What follows belongs to an exercise in optimizing a design on an open flow for small area and a short achievable clock period; a production flow would make more cautious choices.

==> flow/design.v <==
module predec3n (
    input  logic [2:0] a,
    input  logic [2:0] a_n,
    input  logic       en_a,
    input  logic [7:0] qd,
    output logic [7:0] yn
);
    genvar j;
    generate
        for (j = 0; j < 8; j++) begin : g_j
            g_a41oi u (.a(en_a),
                       .b(j[2] ? a[2] : a_n[2]),
                       .c(j[1] ? a[1] : a_n[1]),
                       .d(j[0] ? a[0] : a_n[0]),
                       .e(qd[j]), .y(yn[j]));
        end
    endgenerate
endmodule
module ao8 (
    input  logic [7:0] d,
    input  logic [7:0] s,
    output logic       y
);
    assign y = |(d & s);
endmodule
module rdbit (
    input  logic [63:0] d,
    input  logic [63:0] rsel,
    input  logic        wbit,
    input  logic        wsel_d,
    output logic        y
);
    logic [7:0] s;
    logic [2:0] t;
    logic       byp_n;
    genvar k;
    generate
        for (k = 0; k < 8; k++) begin : g_s
            ao8 u (.d(d[8*k+7:8*k]), .s(rsel[8*k+7:8*k]), .y(s[k]));
        end
    endgenerate
    g_nor3  u_t0 (.a(s[0]), .b(s[1]), .c(s[2]), .y(t[0]));
    g_nor3  u_t1 (.a(s[3]), .b(s[4]), .c(s[5]), .y(t[1]));
    g_nor2  u_t2 (.a(s[6]), .b(s[7]), .y(t[2]));
    g_nand2 u_b  (.a(wbit), .b(wsel_d), .y(byp_n));
    g_nand4 u_y  (.a(t[0]), .b(t[1]), .c(t[2]), .d(byp_n), .y(y));
endmodule
module g_inv   (input logic a, output logic y);                   assign y = !a;                          endmodule
module g_or2   (input logic a, b, output logic y);                assign y = a || b;                      endmodule
module g_nor2  (input logic a, b, output logic y);                assign y = !(a || b);                   endmodule
module g_nand2 (input logic a, b, output logic y);                assign y = !(a && b);                   endmodule
module g_nor3  (input logic a, b, c, output logic y);             assign y = !(a || b || c);              endmodule
module g_nand3 (input logic a, b, c, output logic y);             assign y = !(a && b && c);              endmodule
module g_nand4 (input logic a, b, c, d, output logic y);          assign y = !(a && b && c && d);         endmodule
module g_xnor2 (input logic a, b, output logic y);                assign y = !(a ^ b);                    endmodule
module g_aoi22 (input logic a0, b0, a1, b1, output logic y);      assign y = !((a0 && b0) || (a1 && b1)); endmodule
module g_aoi222 (input logic a0, b0, a1, b1, a2, b2, output logic y);
    assign y = !((a0 && b0) || (a1 && b1) || (a2 && b2));
endmodule
module g_a41oi (input logic a, b, c, d, e, output logic y);       assign y = !((a && b && c && d) || e);  endmodule
module g_and2  (input logic a, b, output logic y);                assign y = a && b;                      endmodule
module g_a21o  (input logic a, b, c, output logic y);             assign y = (a && b) || c;               endmodule
module g_a31o  (input logic a, b, c, d, output logic y);          assign y = (a && b && c) || d;          endmodule
module g_a32o  (input logic a, b, c, d, e, output logic y);       assign y = (a && b && c) || (d && e);   endmodule
module bist_top #(
    parameter size   = 6,   
    parameter length = 8    
)(
    input  logic               start,
    input  logic               rst,
    input  logic               clk,
    input  logic               csin,
    input  logic               rwbarin,
    input  logic               opr,
    input  logic [size-1:0]    address,
    input  logic [length-1:0]  datain,
    output logic [length-1:0]  dataout,
    output logic               fail
);
    function automatic logic [7:0] pat(input logic [2:0] s);
        case (s)
            3'd0: pat = 8'hAA;
            3'd1: pat = 8'h55;
            3'd2: pat = 8'hF0;
            3'd3: pat = 8'h0F;
            3'd4: pat = 8'h00;
            3'd5: pat = 8'hFF;
            3'd6: pat = 8'hCC;
            default: pat = 8'h33;
        endcase
    endfunction
    logic       test;
    logic [9:0] q;
    logic       cout;
    logic       test_nx;
    logic [9:0] q_nx;
    logic       cout_nx;
    assign test_nx = test ? !cout : start;
    assign {cout_nx, q_nx} = test ? {1'b0, q} + 11'd1 : 11'd0;
    always_ff @(posedge clk or posedge rst) begin
        if (rst)
            test <= 1'b0;
        else
            test <= test_nx;
    end
    always_ff @(posedge clk) begin
        {cout, q} <= {cout_nx, q_nx};
    end
    logic [7:0] ptn;
    assign ptn = pat(q[2:0]);
    logic              cs, we;
    logic [length-1:0] wdata;
    assign cs    = test | csin;
    assign we    = test ? !q[6] : (csin && !rwbarin);
    assign wdata = test ? ptn : datain;
    logic       ntest, en_rd, en_wr;
    logic [5:0] address_n;
    logic [7:0] qd_rrow, qd_wrow, qd_col, rrow_n, wrow_n, col_n;
    assign ntest = !test;
    assign en_rd = ntest && rwbarin;
    assign en_wr = ntest && csin && !rwbarin;
    always_comb
        for (int j = 0; j < 8; j++) begin
            qd_rrow[j] = test &&  q[6] && (q[5:3] == j);
            qd_wrow[j] = test && !q[6] && (q[5:3] == j);
            qd_col[j]  = test && (q[2:0] == j);
        end
    genvar ga;
    generate
        for (ga = 0; ga < size; ga++) begin : g_ainv
            g_inv u (.a(address[ga]), .y(address_n[ga]));
        end
    endgenerate
    predec3n u_prrow (.a(address[5:3]), .a_n(address_n[5:3]), .en_a(en_rd), .qd(qd_rrow), .yn(rrow_n));
    predec3n u_pwrow (.a(address[5:3]), .a_n(address_n[5:3]), .en_a(en_wr), .qd(qd_wrow), .yn(wrow_n));
    predec3n u_pcol  (.a(address[2:0]), .a_n(address_n[2:0]), .en_a(ntest), .qd(qd_col),  .yn(col_n));
    genvar gw;
    logic [63:0] rsel, wsel;
    generate
        for (gw = 0; gw < 64; gw++) begin : g_sel
            g_nor2 u_r (.a(rrow_n[gw/8]), .b(col_n[gw%8]), .y(rsel[gw]));
            g_nor2 u_w (.a(wrow_n[gw/8]), .b(col_n[gw%8]), .y(wsel[gw]));
        end
    endgenerate
    logic [length-1:0] ram [0:63];
    always_ff @(posedge clk) begin
        for (int w = 0; w < 64; w++)
            if (wsel[w])
                ram[w] <= wdata;
    end
    logic [length-1:0] rd;
    genvar gb, gx;
    generate
        for (gb = 0; gb < length; gb++) begin : g_rd
            logic [63:0] col;
            for (gx = 0; gx < 64; gx++) begin : g_w
                assign col[gx] = ram[gx][gb];
            end
            rdbit u_rd (.d(col), .rsel(rsel), .wbit(wdata[gb]), .wsel_d(we), .y(rd[gb]));
        end
    endgenerate
    logic [length-1:0] rdata;
    always_ff @(posedge clk) begin
        if (cs)
            rdata <= rd;
    end
    logic [7:0] ptn_nx, mism_n;
    logic       chk_n, fa_lo_d, fa_hi_d;
    assign ptn_nx = pat(q_nx[2:0]);
    assign chk_n  = !(test && !cout && q_nx[6]);
    generate
        for (gb = 0; gb < length; gb++) begin : g_cmp
            g_xnor2 u (.a(rd[gb]), .b(ptn_nx[gb]), .y(mism_n[gb]));
        end
    endgenerate
    g_a41oi u_falo (.a(mism_n[0]), .b(mism_n[1]), .c(mism_n[2]), .d(mism_n[3]), .e(chk_n), .y(fa_lo_d));
    g_a41oi u_fahi (.a(mism_n[4]), .b(mism_n[5]), .c(mism_n[6]), .d(mism_n[7]), .e(chk_n), .y(fa_hi_d));
    logic rd_t, fa_lo, fa_hi, fb;
    always_ff @(posedge clk or posedge rst) begin
        if (rst) begin
            rd_t  <= 1'b0;
            fa_lo <= 1'b0;
            fa_hi <= 1'b0;
            fb    <= 1'b0;
        end else begin
            rd_t  <= test_nx && q_nx[6];
            fa_lo <= fa_lo_d;
            fa_hi <= fa_hi_d;
            fb    <= test_nx && !q_nx[6] && (q_nx[2:0] != 3'd4);
        end
    end
    logic idle_rd;
    g_and2 u_ird (.a(csin), .b(rwbarin), .y(idle_rd));
    genvar go;
    generate
        for (go = 0; go < length; go++) begin : g_out
            logic idle_d, test_d;
            assign idle_d = rdata[go] && ntest;
            assign test_d = rdata[go] && rd_t;
            g_a21o u (.a(idle_rd), .b(idle_d), .c(test_d), .y(dataout[go]));
        end
    endgenerate
    logic fa;
    assign fa = fa_lo || fa_hi;
    g_a32o u_fail (.a(opr), .b(rwbarin), .c(fb), .d(opr), .e(fa), .y(fail));
endmodule
export LEC_CHECK = 0
export CAP_MARGIN = 20
export CORE_MARGIN = 2
export CORE_UTILIZATION = 60
export CTS_BUF_LIST = sky130_fd_sc_hd__clkbuf_8
export CTS_CLUSTER_DIAMETER = 80
export CTS_CLUSTER_SIZE = 14
export SETUP_SLACK_MARGIN = 3.0
export SLEW_MARGIN = 20
export SYNTH_HIERARCHICAL = 1
create_clock -name core_clock -period 6.0 [get_ports {clk}]
standard.sh (not shown) runs the stock make flow with config.mk's settings and CLKGATE_MAP_FILE= SYNTH_SCRIPT=/design/flow/synth_recipe.tcl, a recipe that flattens the netlist after the stock synthesis.
==> flow/flow/run.sh <==
#!/bin/bash
# Layout flow: the standard synthesis and layout (standard.sh), with all
# signal ports constrained to one edge of the die (io.tcl) and the port
# buffers made from buf_4 cells. Each step's full output goes to its own log.
set -euo pipefail
work=$(pwd)
bash standard.sh synth > "$work/synth.log" 2>&1
bash standard.sh \
    IO_CONSTRAINTS="$work/flow/io.tcl" \
    "BUFFER_PORTS_ARGS=-buffer_cell sky130_fd_sc_hd__buf_4" \
    finish > "$work/layout.log" 2>&1
==> flow/flow/io.tcl <==
# All ports on the right edge of the die, kept together.
set_io_pin_constraint -group -region right:* -pin_names {
    clk rst start csin rwbarin opr
    address[0] address[1] address[2] address[3] address[4] address[5]
    datain[0] datain[1] datain[2] datain[3] datain[4] datain[5] datain[6] datain[7]
    dataout[0] dataout[1] dataout[2] dataout[3] dataout[4] dataout[5] dataout[6] dataout[7]
    fail
}
Edit:
--- a/flow/design.v
+++ b/flow/design.v
@@ -14,43 +14,43 @@
                        .d(j[0] ? a[0] : a_n[0]),
                        .e(qd[j]), .y(yn[j]));
         end
     endgenerate
 endmodule
-module ao8 (
-    input  logic [7:0] d,
-    input  logic [7:0] s,
-    output logic       y
-);
-    assign y = |(d & s);
-endmodule
 module rdbit (
     input  logic [63:0] d,
     input  logic [63:0] rsel,
     input  logic        wbit,
     input  logic        wsel_d,
     output logic        y
 );
-    logic [7:0] s;
-    logic [2:0] t;
-    logic       byp_n;
+    logic [21:0] p;
+    logic [5:0]  s;
+    logic [2:0]  t;
     genvar k;
     generate
-        for (k = 0; k < 8; k++) begin : g_s
-            ao8 u (.d(d[8*k+7:8*k]), .s(rsel[8*k+7:8*k]), .y(s[k]));
-        end
-    endgenerate
-    g_nor3  u_t0 (.a(s[0]), .b(s[1]), .c(s[2]), .y(t[0]));
-    g_nor3  u_t1 (.a(s[3]), .b(s[4]), .c(s[5]), .y(t[1]));
-    g_nor2  u_t2 (.a(s[6]), .b(s[7]), .y(t[2]));
-    g_nand2 u_b  (.a(wbit), .b(wsel_d), .y(byp_n));
-    g_nand4 u_y  (.a(t[0]), .b(t[1]), .c(t[2]), .d(byp_n), .y(y));
+        for (k = 0; k < 21; k++) begin : g_p
+            g_aoi222 u (.a0(d[3*k]),   .b0(rsel[3*k]),
+                        .a1(d[3*k+1]), .b1(rsel[3*k+1]),
+                        .a2(d[3*k+2]), .b2(rsel[3*k+2]), .y(p[k]));
+        end
+    endgenerate
+    g_aoi22 u_p21 (.a0(d[63]), .b0(rsel[63]), .a1(wbit), .b1(wsel_d), .y(p[21]));
+    g_nand4 u_s0 (.a(p[0]),  .b(p[1]),  .c(p[2]),  .d(p[3]),  .y(s[0]));
+    g_nand4 u_s1 (.a(p[4]),  .b(p[5]),  .c(p[6]),  .d(p[7]),  .y(s[1]));
+    g_nand4 u_s2 (.a(p[8]),  .b(p[9]),  .c(p[10]), .d(p[11]), .y(s[2]));
+    g_nand4 u_s3 (.a(p[12]), .b(p[13]), .c(p[14]), .d(p[15]), .y(s[3]));
+    g_nand3 u_s4 (.a(p[16]), .b(p[17]), .c(p[18]), .y(s[4]));
+    g_nand3 u_s5 (.a(p[19]), .b(p[20]), .c(p[21]), .y(s[5]));
+    g_nor2  u_t0 (.a(s[0]), .b(s[1]), .y(t[0]));
+    g_nor2  u_t1 (.a(s[2]), .b(s[3]), .y(t[1]));
+    g_nor2  u_t2 (.a(s[4]), .b(s[5]), .y(t[2]));
+    g_nand3 u_y  (.a(t[0]), .b(t[1]), .c(t[2]), .y(y));
 endmodule
 module g_inv   (input logic a, output logic y);                   assign y = !a;                          endmodule
 module g_or2   (input logic a, b, output logic y);                assign y = a || b;                      endmodule
 module g_nor2  (input logic a, b, output logic y);                assign y = !(a || b);                   endmodule
-module g_nand2 (input logic a, b, output logic y);                assign y = !(a && b);                   endmodule
 module g_nor3  (input logic a, b, c, output logic y);             assign y = !(a || b || c);              endmodule
 module g_nand3 (input logic a, b, c, output logic y);             assign y = !(a && b && c);              endmodule
 module g_nand4 (input logic a, b, c, d, output logic y);          assign y = !(a && b && c && d);         endmodule
 module g_xnor2 (input logic a, b, output logic y);                assign y = !(a ^ b);                    endmodule
 module g_aoi22 (input logic a0, b0, a1, b1, output logic y);      assign y = !((a0 && b0) || (a1 && b1)); endmodule
The new run completed with no timing, DRC or antenna violations.
Hold slack improves by 0.0056 ns.
Maximum frequency is lower by 4.0%.
Via count is lower by 3.6%.
Synthesized area is lower by 1.9%.
Final cell count is lower by 5.7%.
Routed wire length is lower by 4.9%.
Non-clock buffer count does not change.
Sequential cell count stays the same.
Die area is lower by 1.9%.
Clock skew barely changes.
Setup slack degrades by 0.13 ns.
Register-to-register slack degrades by 0.08 ns.
Sequential share of layout area is higher by 2.7 points.
No functional check of the RTL was part of any run of this note.

-- static timing again, ports no longer ideal --
The flow's constraints put no driver on any port. The routed layouts listed below were extracted and timed again, unchanged, in two steps.
Step 1: set_driving_cell puts a clkbuf_16 on clk and a buf_2 on each other input, an assumption about the parent block.
Step 2 also shifts input and output timing later by t, the mid clock arrival at the registers, as if the neighbouring blocks saw the same clock.
a / b / c = ideal / step 1 / step 2; a / b = the first two.
run | t, ns | setup WS [ns] | hold slack, ns | worst setup path after step 2 | latest minus earliest clock arrival (ns)
the first run | 0.667 | 2.905 / 2.864 / 2.197 | 0.471 / 0.458 / 0.497 | input to register | 0.051 / 0.051
the second run | 0.672 | 2.775 / 2.760 / 2.088 | 0.477 / 0.477 / 0.477 | input to register | 0.055 / 0.055
After both steps every run listed still meets setup and hold. For the first run, which loses most, drivers alone change the setup slack by -0.041 ns; drivers and shift together by -0.708 ns.
